What follows belongs to an exercise in optimizing a design on an open flow for small area; a production flow would make more cautious choices. The RTL of this run was laid out without a check of its function. Power and IR drop assume default switching activity.

**design/flow/flow/run.sh**
```bash
#!/bin/bash
# Standard ORFS layout with small port buffers and a small clock tree.
set -o pipefail
bash standard.sh \
  ABC_AREA=1 \
  BUFFER_PORTS_ARGS="-buffer_cell sky130_fd_sc_hd__buf_1" \
  CTS_ARGS="-sink_clustering_enable -repair_clock_nets -dont_use_dummy_load -sink_clustering_size 10 -sink_clustering_max_diameter 40 -buf_list {sky130_fd_sc_hd__clkbuf_4}" \
  finish > flow.log 2>&1
```
**design/flow/standard.sh**
```bash
#!/bin/bash
# synth_recipe.tcl (not shown) runs the flow's synth.tcl, then flattens the netlist and writes it again
# the make line also repeats each setting of config.mk as NAME=value (left out here)
make -C /OpenROAD-flow-scripts/flow DESIGN_CONFIG=/design/flow/config.mk WORK_HOME=/design/flow/orfs CLKGATE_MAP_FILE= SYNTH_SCRIPT=/design/flow/synth_recipe.tcl "${@:-finish}"
```
**design/flow/config.mk**
```make
export PLATFORM = sky130hd
export DESIGN_NAME = fpga_top
export DESIGN_NICKNAME = fpga_top
export VERILOG_FILES = /design/flow/design.v
export SDC_FILE = /design/flow/constraint.sdc
export NUM_CORES = 4
export LEC_CHECK = 0
export CAP_MARGIN = 20
export CORE_MARGIN = 2
export CORE_UTILIZATION = 40
export SLEW_MARGIN = 20
```
**design/flow/constraint.sdc**
```tcl
create_clock -name core_clock -period 6.0 [get_ports {clk}]
set_input_delay 1.2000 -clock core_clock [delete_from_list [all_inputs] [get_ports {clk}]]
set_output_delay 1.2000 -clock core_clock [all_outputs]
set_load 0.01 [all_outputs]
```
**design/flow/design.v**
```verilog
module beacon_chars(k, j, e, first, nfeed);
  input [6:0] k;
  wire [6:0] k;
  input [4:0] j;
  wire [4:0] j;
  input [17:0] e;
  wire [17:0] e;
  input first;
  wire first;
  output nfeed;
  wire nfeed;
  wire _000_;
  wire _001_;
  wire _002_;
  wire _003_;
  wire _004_;
  wire _005_;
  wire _006_;
  wire _007_;
  wire _008_;
  wire _009_;
  wire _010_;
  wire _011_;
  wire _012_;
  wire _013_;
  wire _014_;
  wire _015_;
  wire _016_;
  wire _017_;
  wire _018_;
  wire _019_;
  wire _020_;
  wire _021_;
  wire _022_;
  wire _023_;
  wire _024_;
  wire _025_;
  wire _026_;
  wire _027_;
  wire _028_;
  wire _029_;
  wire _030_;
  wire _031_;
  wire _032_;
  wire _033_;
  wire _034_;
  wire _035_;
  wire _036_;
  wire _037_;
  wire _038_;
  wire _039_;
  wire _040_;
  wire _041_;
  wire _042_;
  wire _043_;
  wire _044_;
  wire _045_;
  wire _046_;
  wire _047_;
  wire _048_;
  wire _049_;
  wire _050_;
  wire _051_;
  wire _052_;
  wire _053_;
  wire _054_;
  wire _055_;
  wire _056_;
  wire _057_;
  wire _058_;
  wire _059_;
  wire _060_;
  wire _061_;
  wire _062_;
  wire _063_;
  wire _064_;
  wire _065_;
  wire _066_;
  wire _067_;
  wire _068_;
  wire _069_;
  wire _070_;
  wire _071_;
  wire _072_;
  wire _073_;
  wire _074_;
  wire _075_;
  wire _076_;
  wire _077_;
  wire _078_;
  wire _079_;
  wire _080_;
  wire _081_;
  wire _082_;
  wire _083_;
  wire _084_;
  wire _085_;
  wire _086_;
  wire _087_;
  wire _088_;
  wire _089_;
  wire _090_;
  wire _091_;
  wire _092_;
  wire _093_;
  wire _094_;
  wire _095_;
  wire _096_;
  wire _097_;
  wire _098_;
  wire _099_;
  wire _100_;
  wire _101_;
  wire _102_;
  wire _103_;
  wire _104_;
  wire _105_;
  wire _106_;
  wire _107_;
  wire _108_;
  wire _109_;
  wire _110_;
  wire _111_;
  wire _112_;
  wire _113_;
  wire _114_;
  wire _115_;
  wire _116_;
  wire _117_;
  wire _118_;
  wire _119_;
  wire _120_;
  wire _121_;
  wire _122_;
  wire _123_;
  wire _124_;
  wire _125_;
  wire _126_;
  wire _127_;
  wire _128_;
  wire _129_;
  wire _130_;
  wire _131_;
  wire _132_;
  wire _133_;
  wire _134_;
  wire _135_;
  wire _136_;
  wire _137_;
  wire _138_;
  wire _139_;
  wire _140_;
  wire _141_;
  wire _142_;
  wire _143_;
  wire _144_;
  wire _145_;
  wire _146_;
  wire _147_;
  wire _148_;
  wire _149_;
  wire _150_;
  wire _151_;
  wire _152_;
  wire _153_;
  wire _154_;
  wire _155_;
  wire _156_;
  wire _157_;
  wire _158_;
  wire _159_;
  wire _160_;
  wire _161_;
  wire _162_;
  wire _163_;
  wire _164_;
  wire _165_;
  wire _166_;
  wire _167_;
  wire _168_;
  wire _169_;
  wire _170_;
  wire _171_;
  wire _172_;
  wire _173_;
  wire _174_;
  wire _175_;
  wire _176_;
  wire _177_;
  wire _178_;
  wire _179_;
  wire _180_;
  wire _181_;
  wire _182_;
  wire _183_;
  wire _184_;
  wire _185_;
  wire _186_;
  wire _187_;
  wire _188_;
  wire _189_;
  wire _190_;
  wire _191_;
  wire _192_;
  wire _193_;
  wire _194_;
  wire _195_;
  wire _196_;
  wire _197_;
  wire _198_;
  wire _199_;
  wire _200_;
  wire _201_;
  wire _202_;
  wire _203_;
  wire _204_;
  wire _205_;
  wire _206_;
  wire _207_;
  wire _208_;
  wire _209_;
  wire _210_;
  wire _211_;
  wire _212_;
  wire _213_;
  wire _214_;
  wire _215_;
  wire _216_;
  wire _217_;
  wire _218_;
  wire _219_;
  wire _220_;
  wire _221_;
  wire _222_;
  wire _223_;
  wire _224_;
  wire _225_;
  wire _226_;
  wire _227_;
  wire _228_;
  wire _229_;
  wire _230_;
  wire _231_;
  wire _232_;
  wire _233_;
  wire _234_;
  wire _235_;
  wire _236_;
  wire _237_;
  wire _238_;
  wire _239_;
  wire _240_;
  wire _241_;
  wire _242_;
  wire _243_;
  wire _244_;
  wire _245_;
  wire _246_;
  wire _247_;
  wire _248_;
  wire _249_;
  wire _250_;
  wire _251_;
  wire _252_;
  wire _253_;
  wire _254_;
  wire _255_;
  wire _256_;
  wire _257_;
  wire _258_;
  wire _259_;
  wire _260_;
  wire _261_;
  wire _262_;
  wire _263_;
  wire _264_;
  wire _265_;
  wire _266_;
  wire _267_;
  wire _268_;
  wire _269_;
  wire _270_;
  wire _271_;
  wire _272_;
  wire _273_;
  wire _274_;
  wire _275_;
  wire _276_;
  wire _277_;
  wire _278_;
  wire _279_;
  wire _280_;
  wire _281_;
  wire _282_;
  wire _283_;
  wire _284_;
  wire _285_;
  wire _286_;
  wire _287_;
  wire _288_;
  wire _289_;
  wire _290_;
  wire _291_;
  wire _292_;
  wire _293_;
  wire _294_;
  wire _295_;
  wire _296_;
  wire _297_;
  wire _298_;
  wire _299_;
  wire _300_;
  wire _301_;
  wire _302_;
  wire _303_;
  wire _304_;
  wire _305_;
  assign _230_ = 4'h8 >> e[14:13];
  assign _240_ = 4'h1 >> { _230_, e[15] };
  assign _241_ = 4'h1 >> { k[0], k[1] };
  assign _242_ = 4'h8 >> { k[0], k[1] };
  assign _243_ = 4'h1 >> { _242_, _241_ };
  assign _244_ = 4'h4 >> { _243_, k[2] };
  assign _245_ = 4'h8 >> { _244_, k[3] };
  assign _246_ = 4'h2 >> { _245_, k[4] };
  assign _247_ = 4'h1 >> k[2:1];
  assign _248_ = 4'h8 >> { k[2], k[0] };
  assign _249_ = 4'h8 >> { _248_, k[1] };
  assign _250_ = 4'h1 >> { _249_, _247_ };
  assign _251_ = 4'h2 >> { _250_, k[3] };
  assign _252_ = 4'h1 >> { _242_, k[2] };
  assign _253_ = 4'h2 >> { _243_, k[3] };
  assign _254_ = 4'h4 >> { _253_, _252_ };
  assign _255_ = 4'h1 >> { _254_, _251_ };
  assign _256_ = 4'h8 >> { _255_, _246_ };
  assign _257_ = 4'h8 >> k[2:1];
  assign _258_ = 4'h1 >> { _257_, _247_ };
  assign _259_ = 4'h1 >> { _258_, k[3] };
  assign _260_ = 4'h2 >> { _259_, _256_ };
  assign _261_ = 4'h8 >> { _257_, k[3] };
  assign _262_ = 4'h1 >> { _261_, k[4] };
  assign _263_ = 4'h1 >> { _244_, k[3] };
  assign _264_ = 4'h4 >> { _263_, _249_ };
  assign _265_ = 4'h1 >> { _264_, k[3] };
  assign _266_ = 4'h2 >> { _265_, _262_ };
  assign _267_ = 4'h1 >> { _266_, _260_ };
  assign _268_ = 4'h2 >> { _267_, k[5] };
  assign _269_ = 4'h2 >> { k[2], k[0] };
  assign _270_ = 4'h4 >> { _269_, k[1] };
  assign _271_ = 4'h4 >> { k[1], k[3] };
  assign _272_ = 4'h1 >> { _271_, _270_ };
  assign _273_ = 4'h8 >> { _272_, k[4] };
  assign _274_ = 4'h2 >> { _269_, k[3] };
  assign _275_ = 4'h4 >> { _274_, _249_ };
  assign _276_ = 4'h2 >> { _275_, _273_ };
  assign _277_ = 4'h1 >> { _249_, k[3] };
  assign _278_ = 4'h4 >> { _277_, _270_ };
  assign _279_ = 4'h8 >> { _258_, k[3] };
  assign _280_ = 4'h2 >> { _279_, _262_ };
  assign _281_ = 4'h4 >> { k[0], k[1] };
  assign _282_ = 4'h2 >> { _281_, k[3] };
  assign _283_ = 4'h1 >> { _282_, k[4] };
  assign _284_ = 4'h1 >> { _283_, _280_ };
  assign _285_ = 4'h1 >> { _284_, _278_ };
  assign _286_ = 4'h1 >> { _285_, _276_ };
  assign _287_ = 4'h1 >> { _286_, k[5] };
  assign _288_ = 4'h1 >> { _287_, k[6] };
  assign _289_ = 4'h4 >> { _288_, _268_ };
  assign _290_ = 4'h1 >> e[14:13];
  assign _291_ = 4'h4 >> { _290_, e[15] };
  assign _292_ = 4'h1 >> { k[3], k[4] };
  assign _293_ = 4'h4 >> { _292_, k[2] };
  assign _294_ = 4'h8 >> { _293_, k[5] };
  assign _295_ = 4'h2 >> { _294_, k[6] };
  assign _296_ = 4'h8 >> { _293_, _241_ };
  assign _297_ = 4'h2 >> { _296_, k[5] };
  assign _298_ = 4'h2 >> { _297_, k[6] };
  assign _299_ = 4'h1 >> { _298_, _295_ };
  assign _300_ = 4'h4 >> { _243_, k[3] };
  assign _301_ = 4'h1 >> { _300_, k[4] };
  assign _302_ = 4'h1 >> { _301_, _293_ };
  assign _303_ = 4'h1 >> { _302_, _245_ };
  assign _304_ = 4'h1 >> { _281_, _248_ };
  assign _305_ = 4'h2 >> { _304_, k[3] };
  assign _000_ = 4'h2 >> { _305_, _303_ };
  assign _001_ = 4'h2 >> { _300_, k[4] };
  assign _002_ = 4'h8 >> { k[3], k[4] };
  assign _003_ = 4'h4 >> { _258_, k[0] };
  assign _004_ = 4'h8 >> { _003_, _002_ };
  assign _005_ = 4'h2 >> { _004_, k[2] };
  assign _006_ = 4'h8 >> { _005_, _001_ };
  assign _007_ = 4'h1 >> { _006_, k[5] };
  assign _008_ = 4'h4 >> { _007_, _000_ };
  assign _009_ = 4'h1 >> { _008_, _299_ };
  assign _010_ = 4'h2 >> { _009_, _291_ };
  assign _011_ = 4'h4 >> { _010_, _289_ };
  assign _012_ = 4'h1 >> { k[2], k[0] };
  assign _013_ = 4'h2 >> { _012_, _277_ };
  assign _014_ = 4'h2 >> { _013_, _256_ };
  assign _015_ = 4'h1 >> { _252_, k[3] };
  assign _016_ = 4'h1 >> { _015_, _305_ };
  assign _017_ = 4'h1 >> { _016_, k[4] };
  assign _018_ = 4'h1 >> { _017_, _014_ };
  assign _019_ = 4'h2 >> { _018_, k[5] };
  assign _020_ = 4'h2 >> { _001_, _284_ };
  assign _021_ = 4'h2 >> { _020_, _019_ };
  assign _022_ = 4'h2 >> k[2:1];
  assign _023_ = 4'h2 >> { _022_, k[4] };
  assign _024_ = 4'h1 >> { _293_, k[5] };
  assign _025_ = 4'h4 >> { _024_, _023_ };
  assign _026_ = 4'h4 >> { _025_, _279_ };
  assign _027_ = 4'h1 >> { _026_, k[6] };
  assign _028_ = 4'h4 >> { _027_, _021_ };
  assign _029_ = 4'h8 >> { k[2], k[3] };
  assign _030_ = 4'h4 >> { _247_, k[3] };
  assign _031_ = 4'h2 >> { _030_, k[4] };
  assign _032_ = 4'h1 >> { _031_, _276_ };
  assign _033_ = 4'h1 >> { _032_, _029_ };
  assign _034_ = 4'h1 >> { _278_, k[5] };
  assign _035_ = 4'h4 >> { _274_, _241_ };
  assign _036_ = 4'h2 >> { _035_, _034_ };
  assign _037_ = 4'h4 >> { _036_, _033_ };
  assign _038_ = 4'h8 >> { _294_, _243_ };
  assign _039_ = 4'h2 >> { _038_, k[6] };
  assign _040_ = 4'h4 >> { _039_, _037_ };
  assign _041_ = 4'h1 >> { _040_, _028_ };
  assign _042_ = 4'h2 >> { _041_, e[14] };
  assign _043_ = 4'h4 >> { _281_, k[3] };
  assign _044_ = 4'h2 >> { _043_, k[4] };
  assign _045_ = 4'h8 >> { _044_, _255_ };
  assign _046_ = 4'h4 >> { _045_, _014_ };
  assign _047_ = 4'h2 >> { _046_, _297_ };
  assign _048_ = 4'h1 >> { _043_, k[4] };
  assign _049_ = 4'h4 >> { _252_, k[5] };
  assign _050_ = 4'h4 >> { _049_, _048_ };
  assign _051_ = 4'h4 >> { _050_, _256_ };
  assign _052_ = 4'h1 >> { _051_, k[6] };
  assign _053_ = 4'h1 >> { _002_, k[5] };
  assign _054_ = 4'h2 >> { _053_, _052_ };
  assign _055_ = 4'h4 >> { _054_, _047_ };
  assign _056_ = 4'h4 >> { _035_, k[4] };
  assign _057_ = 4'h2 >> { _056_, _034_ };
  assign _058_ = 4'h2 >> { _057_, _295_ };
  assign _059_ = 4'h2 >> { _248_, k[4] };
  assign _060_ = 4'h4 >> { _059_, _252_ };
  assign _061_ = 4'h1 >> { _060_, _241_ };
  assign _062_ = 4'h1 >> { _061_, k[5] };
  assign _063_ = 4'h8 >> { _062_, _058_ };
  assign _064_ = 4'h1 >> { _063_, e[14] };
  assign _065_ = 4'h4 >> { _064_, _055_ };
  assign _066_ = 4'h1 >> { _065_, _291_ };
  assign _067_ = 4'h4 >> { _066_, _042_ };
  assign _068_ = 4'h1 >> { _067_, _011_ };
  assign _069_ = 4'h2 >> { _068_, j[0] };
  assign _070_ = 4'h1 >> { _258_, _242_ };
  assign _071_ = 4'h2 >> { _070_, _263_ };
  assign _072_ = 4'h2 >> { _071_, _246_ };
  assign _073_ = 4'h4 >> { _272_, _242_ };
  assign _074_ = 4'h8 >> { _271_, _269_ };
  assign _075_ = 4'h1 >> { _074_, _073_ };
  assign _076_ = 4'h1 >> { _075_, k[4] };
  assign _077_ = 4'h1 >> { _076_, k[5] };
  assign _078_ = 4'h4 >> { _077_, _072_ };
  assign _079_ = 4'h2 >> { _012_, k[3] };
  assign _080_ = 4'h8 >> { _304_, k[3] };
  assign _081_ = 4'h4 >> { _080_, _003_ };
  assign _082_ = 4'h2 >> { _081_, _079_ };
  assign _083_ = 4'h4 >> { _082_, _248_ };
  assign _084_ = 4'h4 >> { k[0], k[3] };
  assign _085_ = 4'h2 >> { _084_, k[4] };
  assign _086_ = 4'h1 >> { _085_, _060_ };
  assign _087_ = 4'h1 >> { _086_, _261_ };
  assign _088_ = 4'h4 >> { _087_, _083_ };
  assign _089_ = 4'h4 >> { _271_, _269_ };
  assign _090_ = 4'h1 >> { _089_, k[4] };
  assign _091_ = 4'h4 >> { _090_, _082_ };
  assign _092_ = 4'h2 >> { _091_, k[5] };
  assign _093_ = 4'h4 >> { _092_, _088_ };
  assign _094_ = 4'h1 >> { _093_, _078_ };
  assign _095_ = 4'h1 >> { _094_, k[6] };
  assign _096_ = 4'h4 >> { _294_, _243_ };
  assign _097_ = 4'h8 >> { _241_, k[3] };
  assign _098_ = 4'h4 >> { _084_, k[2] };
  assign _099_ = 4'h1 >> { _098_, _097_ };
  assign _100_ = 4'h4 >> { _099_, _251_ };
  assign _101_ = 4'h4 >> { _100_, _302_ };
  assign _102_ = 4'h1 >> { _086_, _081_ };
  assign _103_ = 4'h1 >> { _102_, k[5] };
  assign _104_ = 4'h4 >> { _103_, _101_ };
  assign _105_ = 4'h1 >> { _104_, _096_ };
  assign _106_ = 4'h2 >> { _105_, k[6] };
  assign _107_ = 4'h1 >> { _106_, _095_ };
  assign _108_ = 4'h8 >> { _107_, _066_ };
  assign _109_ = 4'h4 >> { _274_, _258_ };
  assign _110_ = 4'h1 >> { _074_, _248_ };
  assign _111_ = 4'h4 >> { _110_, _109_ };
  assign _112_ = 4'h8 >> { _111_, _000_ };
  assign _113_ = 4'h1 >> { _271_, _254_ };
  assign _114_ = 4'h2 >> { _113_, k[4] };
  assign _115_ = 4'h2 >> { _114_, k[5] };
  assign _116_ = 4'h4 >> { _115_, _112_ };
  assign _117_ = 4'h4 >> { _085_, _070_ };
  assign _118_ = 4'h4 >> { _079_, _258_ };
  assign _119_ = 4'h1 >> { _118_, _302_ };
  assign _120_ = 4'h1 >> { _119_, _117_ };
  assign _121_ = 4'h1 >> { _120_, k[5] };
  assign _122_ = 4'h1 >> { _121_, k[6] };
  assign _123_ = 4'h4 >> { _122_, _116_ };
  assign _124_ = 4'h4 >> { _294_, k[1] };
  assign _125_ = 4'h4 >> { _001_, _251_ };
  assign _126_ = 4'h2 >> { _097_, _252_ };
  assign _127_ = 4'h2 >> { _126_, _048_ };
  assign _128_ = 4'h1 >> { _127_, k[5] };
  assign _129_ = 4'h4 >> { _128_, _125_ };
  assign _130_ = 4'h1 >> { _129_, _124_ };
  assign _131_ = 4'h2 >> { _130_, k[6] };
  assign _132_ = 4'h2 >> { _131_, _291_ };
  assign _133_ = 4'h4 >> { _132_, _123_ };
  assign _134_ = 4'h1 >> { _133_, j[0] };
  assign _135_ = 4'h4 >> { _134_, _108_ };
  assign _136_ = 4'h1 >> { _135_, _069_ };
  assign _137_ = 4'h1 >> { _136_, j[1] };
  assign _138_ = 4'h1 >> { _030_, _029_ };
  assign _139_ = 4'h2 >> { _138_, _032_ };
  assign _140_ = 4'h1 >> { _139_, _004_ };
  assign _141_ = 4'h1 >> { _140_, k[5] };
  assign _142_ = 4'h2 >> { _264_, k[4] };
  assign _143_ = 4'h2 >> { _109_, _301_ };
  assign _144_ = 4'h2 >> { _143_, k[5] };
  assign _145_ = 4'h4 >> { _144_, _142_ };
  assign _146_ = 4'h1 >> { _145_, k[6] };
  assign _147_ = 4'h4 >> { _146_, _141_ };
  assign _148_ = 4'h8 >> { _250_, k[3] };
  assign _149_ = 4'h2 >> { _148_, _303_ };
  assign _150_ = 4'h8 >> { _273_, k[0] };
  assign _151_ = 4'h1 >> { _150_, _072_ };
  assign _152_ = 4'h4 >> { _151_, _149_ };
  assign _153_ = 4'h2 >> { _152_, _298_ };
  assign _154_ = 4'h1 >> { _153_, _147_ };
  assign _155_ = 4'h2 >> { _154_, _291_ };
  assign _156_ = 4'h4 >> { _053_, _280_ };
  assign _157_ = 4'h1 >> { _156_, k[6] };
  assign _158_ = 4'h4 >> { _157_, _019_ };
  assign _159_ = 4'h2 >> { _291_, e[14] };
  assign _160_ = 4'h4 >> { _159_, _058_ };
  assign _161_ = 4'h4 >> { _160_, _158_ };
  assign _162_ = 4'h1 >> { _161_, j[0] };
  assign _163_ = 4'h4 >> { _162_, _155_ };
  assign _164_ = 4'h8 >> { _117_, _269_ };
  assign _165_ = 4'h1 >> { _164_, k[5] };
  assign _166_ = 4'h4 >> { _032_, _262_ };
  assign _167_ = 4'h2 >> { _166_, _165_ };
  assign _168_ = 4'h2 >> { _118_, _283_ };
  assign _169_ = 4'h4 >> { _168_, _263_ };
  assign _170_ = 4'h8 >> { _002_, _249_ };
  assign _171_ = 4'h2 >> { _170_, k[5] };
  assign _172_ = 4'h4 >> { _171_, _169_ };
  assign _173_ = 4'h1 >> { _172_, _167_ };
  assign _174_ = 4'h1 >> { _173_, k[6] };
  assign _175_ = 4'h4 >> { _247_, k[0] };
  assign _176_ = 4'h2 >> { _175_, _001_ };
  assign _177_ = 4'h1 >> { _176_, _262_ };
  assign _178_ = 4'h4 >> { _177_, _091_ };
  assign _179_ = 4'h1 >> { _178_, k[5] };
  assign _180_ = 4'h2 >> { _179_, _295_ };
  assign _181_ = 4'h2 >> { _180_, _291_ };
  assign _182_ = 4'h4 >> { _181_, _174_ };
  assign _183_ = 4'h2 >> { _017_, _297_ };
  assign _184_ = 4'h4 >> { _183_, _045_ };
  assign _185_ = 4'h2 >> { _184_, _052_ };
  assign _186_ = 4'h4 >> { _061_, k[5] };
  assign _187_ = 4'h4 >> { _186_, _057_ };
  assign _188_ = 4'h2 >> { _187_, k[6] };
  assign _189_ = 4'h2 >> { _188_, e[14] };
  assign _190_ = 4'h4 >> { _189_, _185_ };
  assign _191_ = 4'h2 >> { _190_, j[0] };
  assign _192_ = 4'h4 >> { _191_, _182_ };
  assign _193_ = 4'h2 >> { _192_, j[1] };
  assign _194_ = 4'h4 >> { _193_, _163_ };
  assign _195_ = 4'h1 >> { _194_, _137_ };
  assign _196_ = 4'h2 >> { _195_, _240_ };
  assign _197_ = 4'h1 >> { _196_, j[2] };
  assign _198_ = 4'h1 >> { _240_, j[0] };
  assign _199_ = 4'h1 >> { _198_, _291_ };
  assign _200_ = 4'h4 >> { _165_, _296_ };
  assign _201_ = 4'h8 >> { _029_, _281_ };
  assign _202_ = 4'h2 >> { _201_, k[5] };
  assign _203_ = 4'h4 >> { _202_, _031_ };
  assign _204_ = 4'h1 >> { _203_, _200_ };
  assign _205_ = 4'h1 >> { k[6], j[0] };
  assign _206_ = 4'h8 >> { _205_, _240_ };
  assign _207_ = 4'h4 >> { _206_, _204_ };
  assign _208_ = 4'h1 >> { _207_, _199_ };
  assign _209_ = 4'h1 >> { _208_, j[1] };
  assign _210_ = 4'h4 >> j[1:0];
  assign _211_ = 4'h8 >> { _210_, _291_ };
  assign _212_ = 4'h2 >> { _211_, j[2] };
  assign _213_ = 4'h4 >> { _212_, _209_ };
  assign _214_ = 4'h1 >> { _213_, _197_ };
  assign _215_ = 4'h8 >> { e[2], e[4] };
  assign _216_ = 4'h8 >> { e[0], e[3] };
  assign _217_ = 4'h8 >> { _216_, e[1] };
  assign _218_ = 4'h8 >> { _217_, _215_ };
  assign _219_ = 4'h1 >> { _218_, e[5] };
  assign _220_ = 4'h2 >> { _219_, e[6] };
  assign _221_ = 4'h1 >> { _220_, e[7] };
  assign _222_ = 4'h2 >> { _221_, e[8] };
  assign _223_ = 4'h1 >> e[10:9];
  assign _224_ = 4'h4 >> { _223_, _222_ };
  assign _225_ = 4'h8 >> { e[11], e[12] };
  assign _226_ = 4'h4 >> { _225_, _224_ };
  assign _227_ = 4'h2 >> { e[15], e[17] };
  assign _228_ = 4'h4 >> { _227_, first };
  assign _229_ = 4'h8 >> { _228_, _230_ };
  assign _231_ = 4'h4 >> { _229_, _226_ };
  assign _232_ = 4'h2 >> { _231_, e[16] };
  assign _233_ = 4'h8 >> j[1:0];
  assign _234_ = 4'h8 >> { _233_, j[2] };
  assign _235_ = 4'h1 >> { _234_, j[3] };
  assign _236_ = 4'h2 >> { e[16], e[17] };
  assign _237_ = 4'h1 >> { _236_, j[4] };
  assign _238_ = 4'h4 >> { _237_, _235_ };
  assign _239_ = 4'h4 >> { _238_, _232_ };
  assign nfeed = 4'h4 >> { _239_, _214_ };
endmodule
module beacon_engine (
    input  clk,
    input  rst_n,
    output nfeed,      
    output reg ld,     
    output reg hold,   
    output reg en      
);
reg  [8:0] w;               
reg  [4:0] j;               
reg  [12:0] lo;
reg  [4:0] hi;
reg        cy;
reg        first;           
reg        wrap;            
wire tk = ld;               
wire sw = ~w[8] & ~w[7] & (w[6:0] != 7'd0) & (w[6:0] <= 7'd99);    
wire adv = tk & (j == 5'd16);    
wire [4:0] ht = hi + {4'd0, cy};
wire [17:0] e = {ht, lo};
reg  [17:0] op;
always @(*) begin
  if (sw) op = 18'd390;
  else if (adv) op = wrap ? 18'h2_028D : 18'h3_892E;
  else if (tk) op = 18'h3_692E;
  else op = 18'd0;
end
wire [13:0] c;
wire [12:0] lo_n;
assign c[0] = 1'b0;
genvar i;
generate for (i = 0; i < 13; i = i + 1) begin : g_add
  assign lo_n[i] = lo[i] ^ op[i] ^ c[i];
  assign c[i+1] = (lo[i] & op[i]) | (c[i] & (lo[i] ^ op[i]));
end endgenerate
wire last = (w == 9'd1);
always @(posedge clk or negedge rst_n)
  if (!rst_n) begin
    w <= 9'd151; j <= 5'd25; lo <= 13'h0B3D; hi <= 5'h1B; cy <= 1'b0;
    first <= 1'b1; en <= 1'b0; wrap <= 1'b0;
    ld <= 1'b0; hold <= 1'b1;
  end else begin
    if (tk) begin
      w <= (j == 5'd25) ? 9'd379 : 9'd433;
      j <= (j == 5'd25) ? 5'd7 : j + 5'd1;
    end else
      w <= w - 9'd1;
    lo <= lo_n;
    hi <= hi + op[17:13] + {4'd0, cy};
    cy <= c[13];
    wrap <= ~ht[4] & ((ht[3] & ht[2]) | ((ht[3:0] == 4'd11) & (lo >= 13'h51B)));
    if (adv && wrap) first <= 1'b0;
    if (tk) en <= 1'b1;
    ld <= last;
    hold <= ~last;
  end
beacon_chars u_chars (.k(w[6:0]), .j(j), .e(e), .first(first), .nfeed(nfeed));
endmodule
module fpga_top (
output tx_R19,
output tx_T11,
output tx_T10,
output tx_T12,
output tx_U12,
output tx_U13,
output tx_V13,
output tx_V12,
output tx_W13,
output tx_T14,
output tx_T15,
output tx_P14,
output tx_R14,
output tx_Y16,
output tx_Y17,
output tx_W14,
output tx_Y14,
output tx_T16,
output tx_U17,
output tx_V15,
output tx_W15,
output tx_U14,
output tx_U15,
output tx_U18,
output tx_U19,
output tx_P19,
output tx_N20,
output tx_P20,
output tx_T20,
output tx_U20,
output tx_V20,
output tx_W20,
output tx_Y18,
output tx_Y19,
output tx_V16,
output tx_W16,
output tx_R16,
output tx_R17,
output tx_T17,
output tx_R18,
output tx_V17,
output tx_V18,
output tx_W18,
output tx_W19,
output tx_N17,
output tx_P18,
output tx_P15,
output tx_P16,
output tx_T19,
output tx_G14,
output tx_C20,
output tx_B20,
output tx_B19,
output tx_A20,
output tx_E17,
output tx_D18,
output tx_D19,
output tx_D20,
output tx_E18,
output tx_E19,
output tx_F16,
output tx_F17,
output tx_M19,
output tx_M20,
output tx_M17,
output tx_M18,
output tx_L19,
output tx_L20,
output tx_K19,
output tx_J19,
output tx_L16,
output tx_L17,
output tx_K17,
output tx_K18,
output tx_H16,
output tx_H17,
output tx_J18,
output tx_H18,
output tx_F19,
output tx_F20,
output tx_G17,
output tx_G18,
output tx_J20,
output tx_H20,
output tx_G19,
output tx_G20,
output tx_H15,
output tx_G15,
output tx_K14,
output tx_J14,
output tx_N15,
output tx_N16,
output tx_L14,
output tx_L15,
output tx_M14,
output tx_M15,
output tx_K16,
output tx_J16,
output tx_J15,
input clk,
input rst_n );
wire nfeed, ld, hold, en;
beacon_engine u_eng (.clk(clk), .rst_n(rst_n), .nfeed(nfeed), .ld(ld), .hold(hold), .en(en));
reg [99:1] sh;
reg [99:1] p;
always @(posedge clk) sh <= {sh[98:1], nfeed};
always @(posedge clk) p <= (sh & {99{ld}}) | (p & {99{hold}});
assign tx_R19 = ~(p[1] & en);
assign tx_T11 = ~(p[2] & en);
assign tx_T10 = ~(p[3] & en);
assign tx_T12 = ~(p[4] & en);
assign tx_U12 = ~(p[5] & en);
assign tx_U13 = ~(p[6] & en);
assign tx_V13 = ~(p[7] & en);
assign tx_V12 = ~(p[8] & en);
assign tx_W13 = ~(p[9] & en);
assign tx_T14 = ~(p[10] & en);
assign tx_T15 = ~(p[11] & en);
assign tx_P14 = ~(p[12] & en);
assign tx_R14 = ~(p[13] & en);
assign tx_Y16 = ~(p[14] & en);
assign tx_Y17 = ~(p[15] & en);
assign tx_W14 = ~(p[16] & en);
assign tx_Y14 = ~(p[17] & en);
assign tx_T16 = ~(p[18] & en);
assign tx_U17 = ~(p[19] & en);
assign tx_V15 = ~(p[20] & en);
assign tx_W15 = ~(p[21] & en);
assign tx_U14 = ~(p[22] & en);
assign tx_U15 = ~(p[23] & en);
assign tx_U18 = ~(p[24] & en);
assign tx_U19 = ~(p[25] & en);
assign tx_P19 = ~(p[26] & en);
assign tx_N20 = ~(p[27] & en);
assign tx_P20 = ~(p[28] & en);
assign tx_T20 = ~(p[29] & en);
assign tx_U20 = ~(p[30] & en);
assign tx_V20 = ~(p[31] & en);
assign tx_W20 = ~(p[32] & en);
assign tx_Y18 = ~(p[33] & en);
assign tx_Y19 = ~(p[34] & en);
assign tx_V16 = ~(p[35] & en);
assign tx_W16 = ~(p[36] & en);
assign tx_R16 = ~(p[37] & en);
assign tx_R17 = ~(p[38] & en);
assign tx_T17 = ~(p[39] & en);
assign tx_R18 = ~(p[40] & en);
assign tx_V17 = ~(p[41] & en);
assign tx_V18 = ~(p[42] & en);
assign tx_W18 = ~(p[43] & en);
assign tx_W19 = ~(p[44] & en);
assign tx_N17 = ~(p[45] & en);
assign tx_P18 = ~(p[46] & en);
assign tx_P15 = ~(p[47] & en);
assign tx_P16 = ~(p[48] & en);
assign tx_T19 = ~(p[49] & en);
assign tx_G14 = ~(p[50] & en);
assign tx_C20 = ~(p[51] & en);
assign tx_B20 = ~(p[52] & en);
assign tx_B19 = ~(p[53] & en);
assign tx_A20 = ~(p[54] & en);
assign tx_E17 = ~(p[55] & en);
assign tx_D18 = ~(p[56] & en);
assign tx_D19 = ~(p[57] & en);
assign tx_D20 = ~(p[58] & en);
assign tx_E18 = ~(p[59] & en);
assign tx_E19 = ~(p[60] & en);
assign tx_F16 = ~(p[61] & en);
assign tx_F17 = ~(p[62] & en);
assign tx_M19 = ~(p[63] & en);
assign tx_M20 = ~(p[64] & en);
assign tx_M17 = ~(p[65] & en);
assign tx_M18 = ~(p[66] & en);
assign tx_L19 = ~(p[67] & en);
assign tx_L20 = ~(p[68] & en);
assign tx_K19 = ~(p[69] & en);
assign tx_J19 = ~(p[70] & en);
assign tx_L16 = ~(p[71] & en);
assign tx_L17 = ~(p[72] & en);
assign tx_K17 = ~(p[73] & en);
assign tx_K18 = ~(p[74] & en);
assign tx_H16 = ~(p[75] & en);
assign tx_H17 = ~(p[76] & en);
assign tx_J18 = ~(p[77] & en);
assign tx_H18 = ~(p[78] & en);
assign tx_F19 = ~(p[79] & en);
assign tx_F20 = ~(p[80] & en);
assign tx_G17 = ~(p[81] & en);
assign tx_G18 = ~(p[82] & en);
assign tx_J20 = ~(p[83] & en);
assign tx_H20 = ~(p[84] & en);
assign tx_G19 = ~(p[85] & en);
assign tx_G20 = ~(p[86] & en);
assign tx_H15 = ~(p[87] & en);
assign tx_G15 = ~(p[88] & en);
assign tx_K14 = ~(p[89] & en);
assign tx_J14 = ~(p[90] & en);
assign tx_N15 = ~(p[91] & en);
assign tx_N16 = ~(p[92] & en);
assign tx_L14 = ~(p[93] & en);
assign tx_L15 = ~(p[94] & en);
assign tx_M14 = ~(p[95] & en);
assign tx_M15 = ~(p[96] & en);
assign tx_K16 = ~(p[97] & en);
assign tx_J16 = ~(p[98] & en);
assign tx_J15 = ~(p[99] & en);
endmodule
```
==> summary.txt <==
-- layout by cell type, fill, tap and decap left out, types with 14 or more instances in the layout --
master / instances
dfxtp_1: 198
buf_1: 99
inv_1: 61
clkbuf_4: 30
dfrtp_1: 14
nand2_1: 203
ha_1: 21
nor2_1: 34
dfstp_2: 21
a22o_1: 99
a21oi_1: 34
nand3_1: 41
o21ai_0: 24
-- per-layer routing --
metal	wire length, um	global-route usage	vias up
met5	0	0	-
met4	415	0.0453	0
met1	9520	0.239	2959
li1	-	-	3156
met2	8080	0.249	183
met3	996	0.0322	37
-- cells by family (layout without fill, tap and decap cells) --
kind of cell / Yosys count / after routing / share of synthesized area
simple gates: 306 / 306 / 0.151
xor+xnor: 10 / 10 / 0.0101
fa+ha+maj: 32 / 32 / 0.0550
flops: 236 / 236 / 0.572
buf+inv: 119 / 209 / 0.0586
compound gates: 182 / 182 / 0.154
-- where the power goes --
| part | switching [mW] | total (mW) | internal, mW |
|---|---|---|---|
| clock network | 0.464 | 0.693 | 0.229 |
| logic | 0.00495 | 0.00518 | 0.000235 |
| registers | 0 | 1.57 | 1.57 |
| total | 0.469 | 2.27 | 1.80 |
-- what timing repair did --
action,4_1_cts,5_1_grt
hold buffers,0,0
endpoints found under the setup margin,0,3
resized for setup,0,5
-- state kept, by name (all words and copies together), names as in the netlist --
signal       count
u_eng.j          5
u_eng.en         1
u_eng.ld         1
u_eng.hold       1
p               99
u_eng.wrap       1
u_eng.w          9
u_eng.lo        13
u_eng.hi         5
u_eng.first      1
u_eng.cy         1
sh              99
-- critical path, stage by stage, from the launching register on --
cell and delay (ps):
dfstp_2 690, inv_4 90, ha_2 230, nand3_4 120, nor2_1 60, nor2_1 80
o21ai_0 110, inv_2 150, a21oi_1 120, fa_1 470, fa_1 420, fa_1 400
inv_1 70, ha_1 130, inv_1 50, fa_1 380, inv_1 70, ha_1 140
inv_1 50, fa_1 400, fa_1 400, inv_1 80, fa_1 180, ha_1 190
fa_1 190, ha_1 220
-- area by class of cell --
| cell class | instances | area share |
|---|---|---|
| clock buffer | 30 | 0.0239 |
| tap | 275 | 0.0364 |
| sequential | 236 | 0.525 |
| inverter | 73 | 0.0298 |
| timing repair buffer | 106 | 0.0460 |
| multi-input combinational | 530 | 0.339 |
-- how the worst max path moves through the flow --
stage / startpoint / endpoint / slack (ps) / depth (start not counted)
5_1_grt: u_eng.w[0] / u_eng.lo[12] / 10 / 25
3_3_place_gp: u_eng.w[0] / u_eng.lo[12] / 370 / 27
6_report: u_eng.w[0] / u_eng.lo[12] / 400 / 25
4_1_cts: u_eng.w[0] / u_eng.lo[12] / 200 / 27
2_1_floorplan: u_eng.w[0] / u_eng.lo[12] / 610 / 28
3_5_place_dp: u_eng.w[0] / u_eng.lo[12] / 230 / 27
==> impl_metrics.json <==
{
  "route.vias.total": 6335,
  "rsz0062_at_grt": "false",
  "drive_above_1_share": 0.0933,
  "syn-cell-area_um2": 8640,
  "maxCapViolCount": 0,
  "min_delay_worst_endpoint": "sh[11]",
  "port_buffers": 100,
  "initialDrtViolationCount": 361,
  "synth_edf_count": 0,
  "root_buffer": "clkbuf_4",
  "cts_sinks": 236,
  "register_area_um2": 4950,
  "hp-start": "sh[10]",
  "slew_viol_final": 0,
  "place_area_um2": 9200,
  "rrSetupSlack_ps": 400,
  "min_path_type": "register to register",
  "wl_per_cell_um": 15.2,
  "numCtsBuffers": 30,
  "max_freq_ghz": 0.178,
  "reg2regPathDepth": 25,
  "dp_slack_ps": 227,
  "routabilityCongestion": 0.967,
  "die_area_um2": 22800,
  "synth_commonest_cells": "203 x nand2_1, 198 x dfxtp_1, 99 x a22o_1",
  "cts_tree": "built",
  "syn2layout_area_growth_pct": 9.25,
  "crit_arrival_ps": 6080,
  "clock_path_buffers": 3,
  "ys_ff_latch": 236,
  "fin_ws_ps": 395,
  "grt_use_total": 0.164,
  "setup.worst_path.end_class": "register",
  "num_io_pins": 101,
  "drt-total-wl_um": 19000,
  "htreeDepth": 1,
  "finalSetupViolCount": 0,
  "synth_seq_area_share": 0.572,
  "start_util": 0.410,
  "critPathLaunchType": "register",
  "synth_nets": 919,
  "instances_no_fill": 1250,
  "dp.cells": 1220,
  "required_ps": 6480,
  "grt_remaining_overflow": 0,
  "synth_top_area_frac": 0.459,
  "synth-main-ff-cell": "dfxtp_1",
  "synth_cell_types": 43,
  "core-area_um2": 21100,
  "syn-instance-count": 885,
  "power_density_nw_per_um2": 240,
  "final_core_utilization": 0.448,
  "die_height_um": 151,
  "total_power_mw": 2.27,
  "fin_area_um2": 9440,
  "critPathMaxFanout": 12,
  "timing.rr.end": "u_eng.lo[12]",
  "path_class": "register to register",
  "hold_depth": 0,
  "yosys.cell_count.top_type": "nand2_1",
  "die_x_um": 151,
  "clk_latency_ps": 650,
  "max_slew_margin": 0.321,
  "status": "finished clean",
  "final_antenna_net_count": 0,
  "avgSynthCellArea_um2": 9.77,
  "fill_cells": 2083,
  "hpwl_um": 12500,
  "antenna_cells": 0,
  "path_clk_slew_ps": 100,
  "fin_setup_tns_ps": 0,
  "worst_pin_slew_ps": 1020,
  "antenna_found_initial": 0,
  "grt_pass1_wl_um": 30500,
  "synthArstFlopShare": 0.161,
  "fin_skew_ps": 81.1,
  "r2r_start": "u_eng.w[0]",
  "via_per_inst": 5.07,
  "multiInputGateArea_um2": 3200,
  "nets": 1011,
  "rows": 53,
  "p_leak_nw": 3.91,
  "grt_pass1_vias": 6098,
  "peakVddDrop_mv": 0.138,
  "holdWs_ps": 298,
  "yosysWarnings": 2,
  "synth_area_leader_cell": "dfxtp_1",
  "drc_errors": 0,
  "grt_max_degree": 101,
  "cts_setup_buffers": 0,
  "synth_area_leaders": "dfxtp_1 46%, a22o_1 10%, nand2_1 8.8%",
  "dr.pass1.iters": 5,
  "min_period_ps": 5600,
  "hold_viol_final": 0,
  "timing.final.crit_share": 0.934
}

-- separate check: timing with driven ports --
In the flow no input, the clock included, has a driving cell. The finished layout below was timed again as built, in two steps. Step 1 (the two cells are an assumption about what drives the block):
set clk [get_ports {clk}]
set_driving_cell -lib_cell sky130_fd_sc_hd__clkbuf_16 $clk
set_driving_cell -lib_cell sky130_fd_sc_hd__buf_2 [delete_from_list [all_inputs] $clk]
Step 2, shift: input delay + t, output delay - t, t = (earliest + latest rising clock arrival at the registers) / 2. This alone moves slack from input paths to output paths. Three values: ideal, step 1, step 2; two values: the first two.
t, ns: 0.646
slack for setup (ns): 0.395 / 0.395 / 0.395
slew at the worst register clock pin (ns): 0.11 / 0.11
worst slew at a driven data input, ns: 0.03
cell pins on the clock port's net: 1
After both steps setup and hold are still met in this run. The setup slack of this run moves by 0.000 ns with the drivers and by 0.000 ns with both steps.
